Background: an optimization exercise with open tools, aiming at small area. Do not read the settings as production practice. Function was checked by simulation only, so behaviour that the tests miss may differ from the original. No activity file was given, so power comes from the tool's default toggle rates.

## flow/flow/run.sh

```bash
#!/bin/bash
# Own layout flow: the standard ORFS flow (standard.sh), with three changes to how cells
# are chosen; the floorplan, power grid, tap cells, placement and routing are the standard ones.
#  - synthesis: the same synthesis script, but ABC restructures the combinational logic for
#    area (&deepsyn, bounded by steps without improvement, so the result is deterministic)
#    and maps it for area (no delay-driven mapping, buffering or gate upsizing; timing has
#    ample slack at 10 ns),
#    and adders are left to ABC instead of being mapped to half/full-adder cells first.
#    Registers are mapped before ABC runs, so they are exactly the standard synthesis's.
#  - port buffers use the smallest buffer (buf_1) instead of ORFS's default choice;
#  - clock tree synthesis uses larger sink clusters and inserts no dummy loads.
# Each tool's full output goes to a log file here (synth.log, standard.log), and ORFS's
# per-step logs stay under orfs/logs/.
set -euo pipefail
rm -rf scripts_area
cp -r "$FLOW_HOME/scripts" scripts_area
printf '&get -n\n&st\n&deepsyn -J 50\n&dch\n&nf -R 1000 -p\n&put\n' > scripts_area/abc_speed.script
bash standard.sh SCRIPTS_DIR="$PWD/scripts_area" ADDER_MAP_FILE= synth > synth.log 2>&1
export BUFFER_PORTS_ARGS="-buffer_cell sky130_fd_sc_hd__buf_1"
export CTS_ARGS="-sink_clustering_enable -repair_clock_nets -dont_use_dummy_load -buf_list sky130_fd_sc_hd__clkbuf_8 -sink_clustering_size 16 -sink_clustering_max_diameter 60"
bash standard.sh > standard.log 2>&1
```

## flow/standard.sh

```bash
#!/bin/bash
# synth_recipe.tcl (not shown) runs the flow's synth.tcl, then flattens the netlist and writes it again
# the make line also repeats each setting of config.mk as NAME=value (left out here)
make -C /OpenROAD-flow-scripts/flow DESIGN_CONFIG=/design/flow/config.mk WORK_HOME=/design/flow/orfs CLKGATE_MAP_FILE= SYNTH_SCRIPT=/design/flow/synth_recipe.tcl "${@:-finish}"
```

## flow/config.mk

```make
export PLATFORM = sky130hd
export DESIGN_NAME = spell
export DESIGN_NICKNAME = spell
export VERILOG_FILES = /design/flow/design.v
export SDC_FILE = /design/flow/constraint.sdc
export NUM_CORES = 4
export LEC_CHECK = 0
export CAP_MARGIN = 20
export CORE_MARGIN = 2
export CORE_UTILIZATION = 40
export SLEW_MARGIN = 20
```

## flow/constraint.sdc

```tcl
create_clock -name core_clock -period 10.0 [get_ports {clock}]
set_input_delay 2.0000 -clock core_clock [delete_from_list [all_inputs] [get_ports {clock}]]
set_output_delay 2.0000 -clock core_clock [all_outputs]
set_load 0.01 [all_outputs]
```

## flow/design.v

```verilog
`default_nettype none
`timescale 1ns / 1ps
module spell_execute (
    input wire [7:0] opcode,
    input wire [7:0] pc,
    input wire [4:0] sp,
    input wire [7:0] stack_top,
    input wire [7:0] stack_belowtop,
    input wire [7:0] memory_input,
    input wire out_of_order_exec,
    output reg [7:0] next_pc,
    output reg [4:0] next_sp,
    output reg wr_sp,
    output reg wr_sp1,
    output reg wr_sp2,
    output reg swap,
    output reg [7:0] value,
    output reg memory_write_en,
    output reg is_delay,
    output reg sleep,
    output reg stop
);
  wire op_add = opcode == "+";
  wire op_sub = opcode == "-";
  wire op_loop = opcode == "@";
  wire below_nz = stack_belowtop != 8'd0;
  wire [7:0] add_b = op_sub ? ~stack_top : (op_loop ? 8'hff : stack_top);
  wire [7:0] sum = stack_belowtop + add_b + {7'd0, op_sub};
  reg sp_inc, sp_dec1, sp_dec2;
  always @(*) begin
    next_sp = sp + (sp_inc ? 5'd1 : sp_dec1 ? 5'd31 : sp_dec2 ? 5'd30 : 5'd0);
  end
  always @(*) begin
    next_pc = out_of_order_exec ? pc : pc + 8'd1;
    sp_inc = 1'b0;
    sp_dec1 = 1'b0;
    sp_dec2 = 1'b0;
    wr_sp = 1'b0;
    wr_sp1 = 1'b0;
    wr_sp2 = 1'b0;
    swap = 1'b0;
    value = opcode;
    memory_write_en = 1'b0;
    sleep = 0;
    stop = 0;
    is_delay = 1'b0;
    case (opcode)
      "+", "-": begin
        value = sum;
        wr_sp2 = 1'b1;
        sp_dec1 = 1'b1;
      end
      "&": begin
        value = stack_belowtop & stack_top;
        wr_sp2 = 1'b1;
        sp_dec1 = 1'b1;
      end
      "^": begin
        value = stack_belowtop ^ stack_top;
        wr_sp2 = 1'b1;
        sp_dec1 = 1'b1;
      end
      "|": begin
        value = stack_belowtop | stack_top;
        wr_sp2 = 1'b1;
        sp_dec1 = 1'b1;
      end
      ">": begin
        value = {1'b0, stack_top[7:1]};
        wr_sp1 = 1'b1;
      end
      "<": begin
        value = {stack_top[6:0], 1'b0};
        wr_sp1 = 1'b1;
      end
      "=": begin
        next_pc = stack_top;
        sp_dec1 = 1'b1;
      end
      "@": begin
        value = sum;
        if (below_nz) begin
          next_pc = stack_top;
          sp_dec1 = 1'b1;
          wr_sp2 = 1'b1;
        end else begin
          sp_dec2 = 1'b1;
        end
      end
      ",": begin
        is_delay = 1'b1;
        sp_dec1 = 1'b1;
      end
      "2": begin
        value = stack_top;
        wr_sp = 1'b1;
        sp_inc = 1'b1;
      end
      "!", "w": begin
        memory_write_en = 1'b1;
        sp_dec2 = 1'b1;
      end
      "?", "r": begin
        value = memory_input;
        wr_sp1 = 1'b1;
      end
      "x": begin
        wr_sp1 = 1'b1;
        wr_sp2 = 1'b1;
        swap = 1'b1;
      end
      "z":   sleep = 1'b1;
      8'hff: stop = 1'b1;
      default: begin
        value = opcode;
        wr_sp = 1'b1;
        sp_inc = 1'b1;
      end
    endcase
  end
endmodule
`default_nettype none
`timescale 1ns / 1ps
module spell_mem_io (
    input wire reset,
    input wire clock,
    input wire select,
    input wire [7:0] addr,
    input wire [7:0] data_in,
    input wire write,
    input wire past_write,
    output reg [7:0] rd,
    input  wire [7:0] io_in,
    output reg  [7:0] io_out,
    output reg  [7:0] io_oeb    
);
  localparam REG_PIN = 8'h36;
  localparam REG_DDR = 8'h37;
  localparam REG_PORT = 8'h38;
  always @(*) begin
    rd = 8'b0;
    if (!write) begin
      case (addr)
        REG_PIN: rd = io_in;
        REG_DDR: rd = ~io_oeb;
        REG_PORT: rd = io_out;
        default: rd = 8'b0;
      endcase
    end
  end
  always @(posedge clock) begin
    if (reset) begin
      io_out <= 8'b00000000;
      io_oeb <= 8'b11111111;
    end else if (select && write) begin
      case (addr)
        REG_PIN: if (!past_write) io_out <= io_out ^ data_in;
        REG_DDR: io_oeb <= ~data_in;
        REG_PORT: io_out <= data_in;
      endcase
    end
  end
endmodule
`default_nettype none
`timescale 1ns / 1ps
module spell_mem_dff (
    input wire reset,
    input wire clock,
    input wire [7:0] addr,
    input wire [7:0] data_in,
    input wire memory_type_data,
    input wire write_en,
    output reg [7:0] rd
);
  wire code_hit = !memory_type_data && addr[7:5] == 3'd0;
  wire data_hit = memory_type_data && addr[7:3] == 5'd0;
  wire [31:0] dec = 32'd1 << addr[4:0];
  wire [7:0] wd = reset ? 8'd0 : data_in;
  reg [255:0] code_q;
  reg [63:0] data_q;
  integer i;
  genvar g;
  generate
    for (g = 0; g < 32; g = g + 1) begin : code
      always @(posedge clock) if (reset || (write_en && code_hit && dec[g])) code_q[g*8+:8] <= wd;
    end
    for (g = 0; g < 8; g = g + 1) begin : data
      always @(posedge clock) if (reset || (write_en && data_hit && dec[g])) data_q[g*8+:8] <= wd;
    end
  endgenerate
  wire [7:0] code_rd[0:31];
  wire [7:0] data_rd[0:7];
  generate
    for (g = 0; g < 32; g = g + 1) begin : crd
      assign code_rd[g] = (code_hit && dec[g]) ? code_q[g*8+:8] : 8'd0;
    end
    for (g = 0; g < 8; g = g + 1) begin : drd
      assign data_rd[g] = (data_hit && dec[g]) ? data_q[g*8+:8] : 8'd0;
    end
  endgenerate
  always @(*) begin
    rd = 8'd0;
    for (i = 0; i < 32; i = i + 1) rd = rd | code_rd[i];
    for (i = 0; i < 8; i = i + 1) rd = rd | data_rd[i];
  end
endmodule
`default_nettype none
`timescale 1ns / 1ps
module spell_mem (
    input wire reset,
    input wire clock,
    input wire sram_enable,
    input wire select,
    input wire [7:0] addr,
    input wire load,
    input wire [7:0] load_value,
    input wire step,
    input wire [7:0] step_value,
    input wire memory_type_data,
    input wire write,
    input wire capture,
    output wire [7:0] data_out,
    output wire data_ready,
    output reg [7:0] rdata,
    input  wire [7:0] io_in,
    output wire [7:0] io_out,
    output wire [7:0] io_oeb,   
    input wire [31:0] sram_dat_i,
    input wire sram_ack_i,
    output wire sram_cyc_o,
    output wire sram_stb_o,
    output wire sram_we_o,
    output wire [3:0] sram_sel_o,
    output wire [9:0] sram_addr_o,
    output wire [31:0] sram_dat_o
);
  wire [7:0] data_in = rdata;
  wire io_range = addr >= 8'h20 && addr < 8'h60;
  wire io_hit = memory_type_data && io_range;
  wire data_io_select = select && io_hit;
  wire sram_select = select && !io_hit && sram_enable;
  wire dff_select = select && !io_hit && !sram_enable;
  wire [1:0] sram_byte_index = addr[1:0];
  assign sram_cyc_o  = sram_select;
  assign sram_stb_o  = sram_select;
  assign sram_we_o   = write;
  assign sram_sel_o  = 1 << sram_byte_index;
  assign sram_addr_o = {1'b0, memory_type_data, addr[7:2], 2'b00};
  assign sram_dat_o  = {data_in, data_in, data_in, data_in};
  reg ready_r;
  assign data_ready = ready_r | (sram_select && sram_ack_i);
  wire [7:0] io_rd;
  wire [7:0] dff_rd;
  reg [7:0] sram_byte;
  spell_mem_io mem_io (
      .reset(reset),
      .clock(clock),
      .select(data_io_select),
      .addr(addr),
      .data_in(data_in),
      .write(write),
      .past_write(ready_r),
      .rd(io_rd),
      .io_in (io_in),
      .io_out(io_out),
      .io_oeb(io_oeb)
  );
  spell_mem_dff mem_dff (
      .reset(reset),
      .clock(clock),
      .addr(addr),
      .data_in(data_in),
      .memory_type_data(memory_type_data),
      .write_en(dff_select && write),
      .rd(dff_rd)
  );
  always @(*) begin
    case (sram_byte_index)
      0: sram_byte = sram_dat_i[7:0];
      1: sram_byte = sram_dat_i[15:8];
      2: sram_byte = sram_dat_i[23:16];
      3: sram_byte = sram_dat_i[31:24];
    endcase
  end
  assign data_out = (!data_io_select && sram_enable) ? sram_byte : rdata;
  always @(posedge clock) begin
    ready_r <= data_io_select || dff_select;
    if (capture) rdata <= data_out;
    else if (load) rdata <= load_value;
    else if (step) rdata <= step_value;
    else if (data_io_select && !write) rdata <= io_rd;
    else if (dff_select && !write) rdata <= dff_rd;
  end
endmodule
`default_nettype none
`timescale 1ns / 1ps
module spell (
    input wire reset,
    input wire clock,
    input wire i_la_write,
    input wire [6:0] i_la_addr,
    input wire [7:0] i_la_data,
    input wire i_la_wb_disable,
    output wire [31:0] la_data_out,
    input  wire        i_wb_cyc,    
    input  wire        i_wb_stb,    
    input  wire        i_wb_we,     
    input  wire [31:0] i_wb_addr,   
    input  wire [31:0] i_wb_data,   
    output wire        o_wb_ack,    
    output reg  [31:0] o_wb_data,   
    input  wire [7:0] io_in,
    output wire [7:0] io_out,
    output wire [7:0] io_oeb,   
    output wire        rambus_wb_rst_o,    
    output wire        rambus_wb_stb_o,    
    output wire        rambus_wb_cyc_o,    
    output wire        rambus_wb_we_o,     
    output wire [ 3:0] rambus_wb_sel_o,    
    output wire [31:0] rambus_wb_dat_o,    
    output wire [ 9:0] rambus_wb_addr_o,   
    input  wire        rambus_wb_ack_i,    
    input  wire [31:0] rambus_wb_dat_i,    
    output wire interrupt
);
  localparam StateFetch = 3'd0;
  localparam StateFetchData = 3'd1;
  localparam StateExecute = 3'd2;
  localparam StateStore = 3'd3;
  localparam StateDelay = 3'd4;
  localparam StateSleep = 3'd5;
  localparam REG_PC = 24'h000;
  localparam REG_SP = 24'h004;
  localparam REG_EXEC = 24'h008;
  localparam REG_CTRL = 24'h00c;
  localparam REG_CYCLES_PER_MS = 24'h010;
  localparam REG_STACK_TOP = 24'h014;
  localparam REG_STACK_PUSH = 24'h018;
  localparam REG_INT_ENABLE = 24'h20;
  localparam REG_INT = 24'h24;
  localparam INTR_SLEEP = 0;
  localparam INTR_STOP = 1;
  localparam INTR_COUNT = 2;
  reg [2:0] state;
  wire st_execute = state[1] && !state[0];
  wire st_store = state[1] && state[0];
  wire st_delay = state[2] && !state[0];
  wire st_sleep = state[2] && state[0];
  reg [7:0] pc;
  reg [4:0] sp;
  reg [7:0] opcode;
  wire [7:0] memory_input;
  wire [7:0] next_pc;
  wire [4:0] next_sp;
  wire ex_wr_sp, ex_wr_sp1, ex_wr_sp2, ex_swap;
  wire [7:0] ex_value;
  wire memory_write_en;
  wire is_delay;
  wire sleep;
  wire stop;
  reg [INTR_COUNT-1:0] intr;
  reg [INTR_COUNT-1:0] intr_enable;
  reg edge_interrupts;
  wire level_interrupt = |(intr & intr_enable);
  reg prev_level_interrupt;
  assign interrupt = edge_interrupts ? (!prev_level_interrupt && level_interrupt) : level_interrupt;
  reg single_step;
  reg out_of_order_exec;
  reg sram_enable;
  reg mem_select;
  reg [7:0] mem_addr;
  wire mem_type_data = opcode[6] && state[0];
  wire mem_write_en = st_store;
  wire [7:0] mem_read_value;
  wire mem_data_ready;
  reg [23:0] cycles_per_ms;
  reg [15:0] delay_hi;
  wire [23:0] delay_cycles = {delay_hi, memory_input};
  wire [24:0] delay_next = delay_cycles + 25'd1;
  wire delay_tick = delay_next >= {1'b0, cycles_per_ms};
  wire delay_step = !reset && !reg_write && st_delay;
  reg wb_read_ack;
  reg wb_write_ack;
  assign o_wb_ack = wb_read_ack | wb_write_ack;
  wire wb_read = i_wb_stb && i_wb_cyc && !i_wb_we;
  wire wb_write = i_wb_stb && i_wb_cyc && i_wb_we && !i_la_wb_disable;
  wire [23:0] wb_addr = i_wb_addr[23:0];
  reg prev_reg_write;
  wire reg_write = wb_write | i_la_write;
  wire [6:0] reg_write_addr = i_la_write ? i_la_addr : i_wb_addr[6:0];
  wire [31:0] reg_write_data = i_la_write ? {24'b0, i_la_data} : i_wb_data;
  wire mem_capture = !reg_write && mem_select && mem_data_ready &&
                     !state[1];   
  wire wa_pc = reg_write_addr == REG_PC[6:0];
  wire wa_sp = reg_write_addr == REG_SP[6:0];
  wire wa_exec = reg_write_addr == REG_EXEC[6:0];
  wire wa_ctrl = reg_write_addr == REG_CTRL[6:0];
  wire wa_cpm = reg_write_addr == REG_CYCLES_PER_MS[6:0];
  wire wa_top = reg_write_addr == REG_STACK_TOP[6:0];
  wire wa_push = reg_write_addr == REG_STACK_PUSH[6:0];
  wire wa_ien = reg_write_addr == REG_INT_ENABLE[6:0];
  wire wa_int = reg_write_addr == REG_INT[6:0];
  assign rambus_wb_rst_o = reset;
  wire [3:0] h = sp[4:1];
  wire [15:0] dh = 16'd1 << h;
  wire [15:0] dm = {dh[0], dh[15:1]};   
  wire [15:0] de = sp[0] ? dh : dm;
  reg [7:0] even_out, odd_out;
  wire [7:0] stack_top = sp[0] ? even_out : odd_out;
  wire [7:0] stack_belowtop = sp[0] ? odd_out : even_out;
  wire exec_cycle = !reset && !reg_write && st_execute;
  wire host_top = !reset && reg_write && wa_top;
  wire host_push = !reset && reg_write && wa_push && !prev_reg_write;
  wire wr_sp = host_push || (exec_cycle && ex_wr_sp);
  wire wr_sp1 = host_top || (exec_cycle && ex_wr_sp1);
  wire wr_sp2 = exec_cycle && ex_wr_sp2;
  wire [7:0] dd = reg_write ? reg_write_data[7:0] : ex_value;
  wire xswap = exec_cycle && ex_swap;
  wire even_en_h = sp[0] ? wr_sp1 : wr_sp;
  wire even_en_m = !sp[0] && wr_sp2;
  wire odd_en_h = sp[0] && wr_sp;
  wire odd_en_m = sp[0] ? wr_sp2 : wr_sp1;
  wire [7:0] even_wd = reset ? 8'd0 : (xswap ? odd_out : dd);
  wire [7:0] odd_wd = reset ? 8'd0 : (xswap ? even_out : dd);
  reg [127:0] stk_e, stk_o;
  genvar g;
  generate
    for (g = 0; g < 16; g = g + 1) begin : stk
      always @(posedge clock) begin
        if (reset || (even_en_h && dh[g]) || (even_en_m && dm[g])) stk_e[g*8+:8] <= even_wd;
        if (reset || (odd_en_h && dh[g]) || (odd_en_m && dm[g])) stk_o[g*8+:8] <= odd_wd;
      end
    end
  endgenerate
  wire [7:0] e_rd[0:15];
  wire [7:0] o_rd[0:15];
  generate
    for (g = 0; g < 16; g = g + 1) begin : srd
      assign e_rd[g] = de[g] ? stk_e[g*8+:8] : 8'd0;
      assign o_rd[g] = dm[g] ? stk_o[g*8+:8] : 8'd0;
    end
  endgenerate
  integer i;
  always @(*) begin
    even_out = 8'd0;
    odd_out = 8'd0;
    for (i = 0; i < 16; i = i + 1) begin
      even_out = even_out | e_rd[i];
      odd_out = odd_out | o_rd[i];
    end
  end
  assign la_data_out = {stack_top, state, sp, opcode, pc};
  spell_execute exec (
      .opcode(opcode),
      .pc(pc),
      .sp(sp),
      .stack_top(stack_top),
      .stack_belowtop(stack_belowtop),
      .memory_input(memory_input),
      .out_of_order_exec(out_of_order_exec),
      .next_pc(next_pc),
      .next_sp(next_sp),
      .wr_sp(ex_wr_sp),
      .wr_sp1(ex_wr_sp1),
      .wr_sp2(ex_wr_sp2),
      .swap(ex_swap),
      .value(ex_value),
      .memory_write_en(memory_write_en),
      .is_delay(is_delay),
      .sleep(sleep),
      .stop(stop)
  );
  spell_mem mem (
      .reset(reset),
      .clock(clock),
      .sram_enable(sram_enable),
      .select(mem_select),
      .addr(mem_addr),
      .load(exec_cycle),
      .load_value(is_delay ? 8'd0 : stack_belowtop),
      .step(delay_step),
      .step_value(delay_tick ? 8'd0 : delay_next[7:0]),
      .memory_type_data(mem_type_data),
      .write(mem_write_en),
      .capture(mem_capture),
      .data_out(mem_read_value),
      .data_ready(mem_data_ready),
      .rdata(memory_input),
      .io_in(io_in),
      .io_out(io_out),
      .io_oeb(io_oeb),
      .sram_stb_o(rambus_wb_stb_o),
      .sram_cyc_o(rambus_wb_cyc_o),
      .sram_we_o(rambus_wb_we_o),
      .sram_sel_o(rambus_wb_sel_o),
      .sram_dat_o(rambus_wb_dat_o),
      .sram_addr_o(rambus_wb_addr_o),
      .sram_ack_i(rambus_wb_ack_i),
      .sram_dat_i(rambus_wb_dat_i)
  );
  function is_data_opcode(input [7:0] opcode);
    is_data_opcode = (opcode == "?" || opcode == "r");
  endfunction
  always @(posedge clock) begin
    if (reset) begin
      o_wb_data   <= 0;
      wb_read_ack <= 0;
    end else if (wb_read) begin
      o_wb_data <= 0;
      case (wb_addr)
        REG_PC: o_wb_data <= {24'b0, pc};
        REG_SP: o_wb_data <= {27'b0, sp};
        REG_EXEC: o_wb_data <= {24'b0, opcode};
        REG_CTRL: begin
          o_wb_data <= {28'b0, edge_interrupts, sram_enable, single_step, !st_sleep};
        end
        REG_CYCLES_PER_MS: o_wb_data <= {8'b0, cycles_per_ms};
        REG_STACK_TOP: o_wb_data <= {24'b0, stack_top};
        REG_INT_ENABLE: o_wb_data[INTR_COUNT-1:0] <= intr_enable;
        REG_INT: o_wb_data[INTR_COUNT-1:0] <= intr;
        default: begin
          o_wb_data <= 32'b0;
        end
      endcase
      wb_read_ack <= 1;
    end else begin
      wb_read_ack <= 0;
    end
  end
  always @(posedge clock) begin
    if (!st_delay) delay_hi <= 0;
    else if (!reg_write) delay_hi <= delay_tick ? 16'd0 : delay_next[23:8];
  end
  always @(posedge clock) begin
    if (reset) begin
      state <= StateSleep;
      pc    <= 0;
      sp    <= 0;
      opcode <= 0;
      mem_select <= 0;
      single_step <= 0;
      out_of_order_exec <= 0;
      wb_write_ack <= 0;
      prev_reg_write <= 0;
      sram_enable <= 0;
      intr <= 0;
      intr_enable <= 0;
      edge_interrupts <= 0;
      prev_level_interrupt <= 0;
      cycles_per_ms <= 24'd10000;   
    end else begin
      prev_reg_write <= reg_write;
      prev_level_interrupt <= level_interrupt;
      if (reg_write) begin
        if (wa_pc) pc <= reg_write_data[7:0];
        if (wa_sp) sp <= reg_write_data[4:0];
        if (wa_exec && st_sleep) begin
          opcode <= reg_write_data[7:0];
          state <= is_data_opcode(reg_write_data[7:0]) ? StateFetchData : StateExecute;
          single_step <= 1;
          out_of_order_exec <= 1;
        end
        if (wa_ctrl) begin
          if (reg_write_data[0] && st_sleep) begin
            out_of_order_exec <= 0;
            state <= StateFetch;
          end
          single_step <= reg_write_data[1];
          sram_enable <= reg_write_data[2];
          edge_interrupts <= reg_write_data[3];
        end
        if (wa_cpm) cycles_per_ms <= reg_write_data[23:0];
        if (wa_push && !prev_reg_write) sp <= sp + 1;
        if (wa_ien) intr_enable <= reg_write_data[INTR_COUNT-1:0];
        if (wa_int) intr <= intr & ~reg_write_data[INTR_COUNT-1:0];
        if (wb_write) wb_write_ack <= 1;
      end else begin
        wb_write_ack <= 0;
        case (state)
          StateFetch: begin
            mem_select <= 1;
            mem_addr <= pc;
            if (mem_select && mem_data_ready) begin
              mem_select <= 0;
              opcode <= mem_read_value;
              state <= is_data_opcode(mem_read_value) ? StateFetchData : StateExecute;
            end
          end
          StateFetchData: begin
            mem_select <= 1;
            mem_addr <= stack_top;
            if (mem_select && mem_data_ready) begin
              mem_select <= 0;
              state <= StateExecute;
            end
          end
          StateExecute: begin
            pc <= next_pc;
            sp <= next_sp;
            mem_addr <= stack_top;
            if (sleep) intr[INTR_SLEEP] <= 1'b1;
            if (stop) intr[INTR_STOP] <= 1'b1;
            if (memory_write_en) begin
              state <= StateStore;
            end else if (sleep || stop || single_step) begin
              state <= StateSleep;
            end else if (is_delay && stack_top != 8'b0 && cycles_per_ms != 24'b0) begin
              state <= StateDelay;
            end else begin
              state <= StateFetch;
            end
          end
          StateStore: begin
            mem_select   <= 1;
            if (mem_data_ready) begin
              mem_select <= 0;
              state <= single_step ? StateSleep : StateFetch;
            end
          end
          StateSleep: begin
          end
          StateDelay: begin
            if (delay_tick) begin
              mem_addr <= mem_addr - 1;
              if (mem_addr == 8'd1) begin
                state <= single_step ? StateSleep : StateFetch;
              end
            end
          end
        endcase
      end
    end
  end
endmodule
```

==> summary.txt <==
Levels on crit path - 21
Core footprint - 0.0743 mm^2
Top post-synthesis cells by area - edfxtp_1 (59%), dfxtp_1 (7.9%), nand2_1 (2.7%)
Switching Fraction - 0.253
Worst path cell trace - nand2b_1 -> nor2_1 -> a21oi_1 -> nor2_1 -> a222oi_1 -> nand3_1 -> nor2_1 -> mux2i_1 -> nor2_1 -> o31ai_1 -> maj3_1 -> o21bai_1 -> a21o_1 -> nor2_1 -> o21ai_0 -> a21oi_1 -> o31ai_1 -> a31o_1 -> nor2_1 -> a22oi_1 -> o21bai_1
Area of the mapped netlist - 0.0300 mm^2
Maximum vdd drop - 0.000111 V
Crit share post-route - 0.821
Maxcap violations - 0
RSZ-0062 raised after global routing - no
Clock slew seen by the registers of the worst setup and hold paths - 0.09 ns
Initial Util - 0.403
Worst Setup SP - sp[3]
Synth warn - 5
H-tree depth - 2
Synth cell types - 63
Mean Syn Cell Area - 13.1 um^2
Post-synth EDFFs - 592
Skew final - 0.125 ns
TritonCTS clock tree - built
Clock Power Share - 0.261
Reg2reg start - sp[3]
Max-slew headroom - 0.206
Final Instance Area - 0.0332 mm^2
Crit-path slowest cell - o21bai_1
Post-route minimum period - 8.21 ns
DRT Wirelength - 100,000 um
CTS buffer count - 57
Synth Register Bits - 710
Buf+Inv Stages, Crit Path - 0
Internal power - 4.05 mW
Logic pwr share - 0.098
CP endpoint - stk_e[35]
R2R setup slack - 1.79 ns
# rows - 100
Leak pwr - 11.3 nW
Top Ports - 259
Crit path DAT - 8.46 ns
Actual slew at the worst max-slew pin - 1.18 ns
Outcome - no timing/DRC/antenna violations
Hold WC Path Type - reg -> reg
Cell count after synthesis - 2,293
Area after DPL - 0.0324 mm^2
Final HPWL DP - 69,200 um
Top cell type's share of synthesized area - 0.593
Postcts setup bufs - 0
CP top delay family - compound AO/OA/AOI/OAI gates
1st-pass router iterations - 8
Skew-Pair Late Insertion Delay - 0.74 ns
Pwr per Cell Area - 163 mW/mm^2
Setup-failing EPs final - 0
Asr flop ratio synth - 0
Vias - 22,800
Initial antenna violation count - 6
Total net switching power - 1.37 mW
DR WL/cell - 27.8 um
CP Capture Type - register
Most frequent CP cell - nor2_1
Sequential share of power - 0.641
Fmax - 122 MHz
Final ANT Viol Nets - 0
Clock Sink Count - 710
Final setup TNS - 0 ns
Fin. max-slew vios - 0
R2r endpoint - stk_e[35]
Die height - 278 um
Violation count after the first detailed-route iteration - 3,412
Die W - 278 um
Layout area overhead - 10.8%
Final hold vios - 0
Placer Congestion - 0.933
Clock Tree Buf Depth - 3
Worst r2r path cells - 21
Post_cts resized - 0
First-pass GRT wire length - 145,000 um
Dominant cell type by area after synthesis - edfxtp_1
CP max stage delay - 0.90 ns
Startpoint Class - register
Grt total ovfl - 0
GRT Resource Usage Total - 0.251
PortBufs - 231
Critical Path RT - 10.25 ns
Number of global-route vias before repair - 21,700
Hold_buf cts - 0
Max FO, Critical Path - 19
DR vias/cell - 6.34
Largest net degree at the start of global routing - 120
Crit Path Class - reg -> reg
Root Driver - clkbuf_8
Synth Flop Type - edfxtp_1
Sequential area share after synthesis - 0.672
Layout Nets - 2,753
Die area - 0.0772 mm^2
Layout cell share with drive strength beyond 1 - 0.0602
Post-route DRC - 0
cell families (layout without fill, tap and decap cells):
family / count (synthesis) / in the layout / synth area share
AOI/OAI and AO/OA: 722 / 722 / 0.180
xor gates and xnor gates: 42 / 42 / 0.0123
adders and majority gates: 2 / 2 / 0.000668
buffers and inverters: 78 / 399 / 0.0163
DFF: 710 / 710 / 0.672
muxes: 27 / 27 / 0.00918
other: 1 / 13 / 0.000125
and+or+nand+nor: 711 / 711 / 0.109
worst reg2reg max path: cells and delay by family (launching register included):
kind,cells,cell delay [ns]
AO/OA/AOI/OAI,11,3.44
adder cells (fa/ha/maj),1,0.27
AND/OR/NAND/NOR,8,2.80
flip-flops,1,0.85
multiplexers,1,0.36
worst min-delay path by stage:
stage / from / end / slack (ns) / depth (start not counted)
after floorplan: wb_write_ack / wb_write_ack / 0.43 / 1
after global placement: wb_write_ack / wb_write_ack / 0.44 / 1
after detailed placement: wb_write_ack / wb_write_ack / 0.46 / 1
after CTS: o_wb_data[9] / o_wb_data[9] / 0.48 / 1
after global routing: o_wb_data[9] / o_wb_data[9] / 0.50 / 1
final: wb_write_ack / wb_write_ack / 0.48 / 1
metal layers:
metal / part of all wire / up-vias / routed length, um / global-route usage
li1: - / 9888 / - / -
met1: 0.41 / 11400 / 40700 / 0.350
met5: 0 / - / 0 / 0
met3: 0.096 / 191 / 9600 / 0.0400
met2: 0.46 / 1332 / 46300 / 0.400
met4: 0.034 / 0 / 3370 / 0.0854
power groups by stage:
stage	logic [mW]	registers [mW]	clock network [mW]
6_report	0.533	3.47	1.41
5_1_grt	0.564	3.48	1.52
4_1_cts	0.522	3.47	1.43
3_5_place_dp	0.521	3.54	0
3_3_place_gp	0.513	3.53	0
2_1_floorplan	0.282	3.52	0
state kept, by name, indices dropped and copies added (netlist names), 2 cells and up:
register and count:
stk_o 128, intr_enable 2, o_wb_data 24, mem.mem_dff.code_q 256
delay_hi 16, intr 2, mem_addr 8, cycles_per_ms 24
state 3, mem.mem_io.io_out 8, mem.rdata 8, mem.mem_dff.data_q 64
opcode 8, stk_e 128, mem.mem_io.io_oeb 8, sp 5
pc 8
per-stage QoR:
| step | instances | hold slack (ns) | worst slack [ns] | utilization | total power [mW] |
|---|---|---|---|---|---|
| 4_1_cts | 3593 | 0.480 | 2.01 | 0.447 | 5.42 |
| 3_5_place_dp | 3536 | 0.462 | 2.13 | 0.436 | 4.06 |
| 2_1_floorplan | 2303 | 0.434 | 4.08 | - | 3.80 |
| 5_1_grt | 3594 | 0.497 | 1.35 | 0.447 | 5.57 |
| 3_3_place_gp | 3535 | 0.443 | 2.35 | 0.436 | 4.04 |
| 6_report | 3595 | 0.476 | 1.79 | 0.447 | 5.41 |
Yosys cell counts (all sizes together) (28+ instances only):
| library cell | number |
|---|---|
| nand4 | 42 |
| a221oi | 69 |
| nand2 | 219 |
| nand2b | 32 |
| edfxtp | 592 |
| nand3 | 49 |
| buf | 52 |
| nor2 | 208 |
| a222oi | 82 |
| o22ai | 28 |
| nor3 | 55 |
| nor2b | 30 |
| o21ai | 84 |
| a21o | 55 |
| a21oi | 106 |
| a22o | 64 |
| dfxtp | 118 |
| a22oi | 90 |
cell usage in the layout, fill, tap and decap left out, types with 8 or more instances in the layout:
cell type / instances
and2_0: 10
a222oi_1: 82
nor4_1: 19
nor2b_1: 22
nor2b_2: 8
nor3_1: 54
clkinv_1: 26
buf_1: 230
dfxtp_1: 118
a21oi_1: 106
o31ai_1: 12
a211oi_1: 9
o22ai_1: 28
clkbuf_8: 57
mux2i_1: 23
a21o_1: 55
a22oi_1: 90
a22o_1: 64
and3_1: 16
o21bai_1: 16
nand2_1: 219
a41oi_1: 8
o211ai_1: 10
nor2_1: 208
edfxtp_1: 592
nand4_1: 42
buf_4: 84
a221o_1: 21
nand2b_1: 32
a221oi_1: 69
a21boi_0: 11
o21ai_0: 76
conb_1: 11
xor2_1: 25
or2_0: 9
nand3_1: 49
xnor2_1: 17
cell type report:
type / instances / area, um^2
Antenna cell: 2 / 5.00
Clock buffer: 57 / 785
Fill cell: 6731 / 41100
Inverter: 26 / 97.6
Multi-Input combinational cell: 1515 / 9440
Sequential cell: 710 / 20100
Tap cell: 969 / 1210
Timing Repair Buffer: 316 / 1520

-- separate check: timing with driven ports --
In the flow no input, the clock included, has a driving cell. The finished layout below was timed again as built, in two steps.
Step 1, drivers: a clkbuf_16 drives clock and a buf_2 each remaining input, both assumed.
Step 2 also shifts input and output timing later by t, the mid clock arrival at the registers, as if the neighbouring blocks saw the same clock.
a / b / c = ideal / step 1 / step 2; a / b = the first two.
shift t [ns]: 0.735
setup slack, ns: 1.791 / 1.791 / 1.791
clock arrival spread, ns: 0.126 / 0.125
worst data-port slew with drivers (ns): 0.05
pins driven straight from the clock port: 1
After both steps setup and hold are still met in this run. The setup slack of this run moves by 0.000 ns with the drivers and by 0.000 ns with both steps.
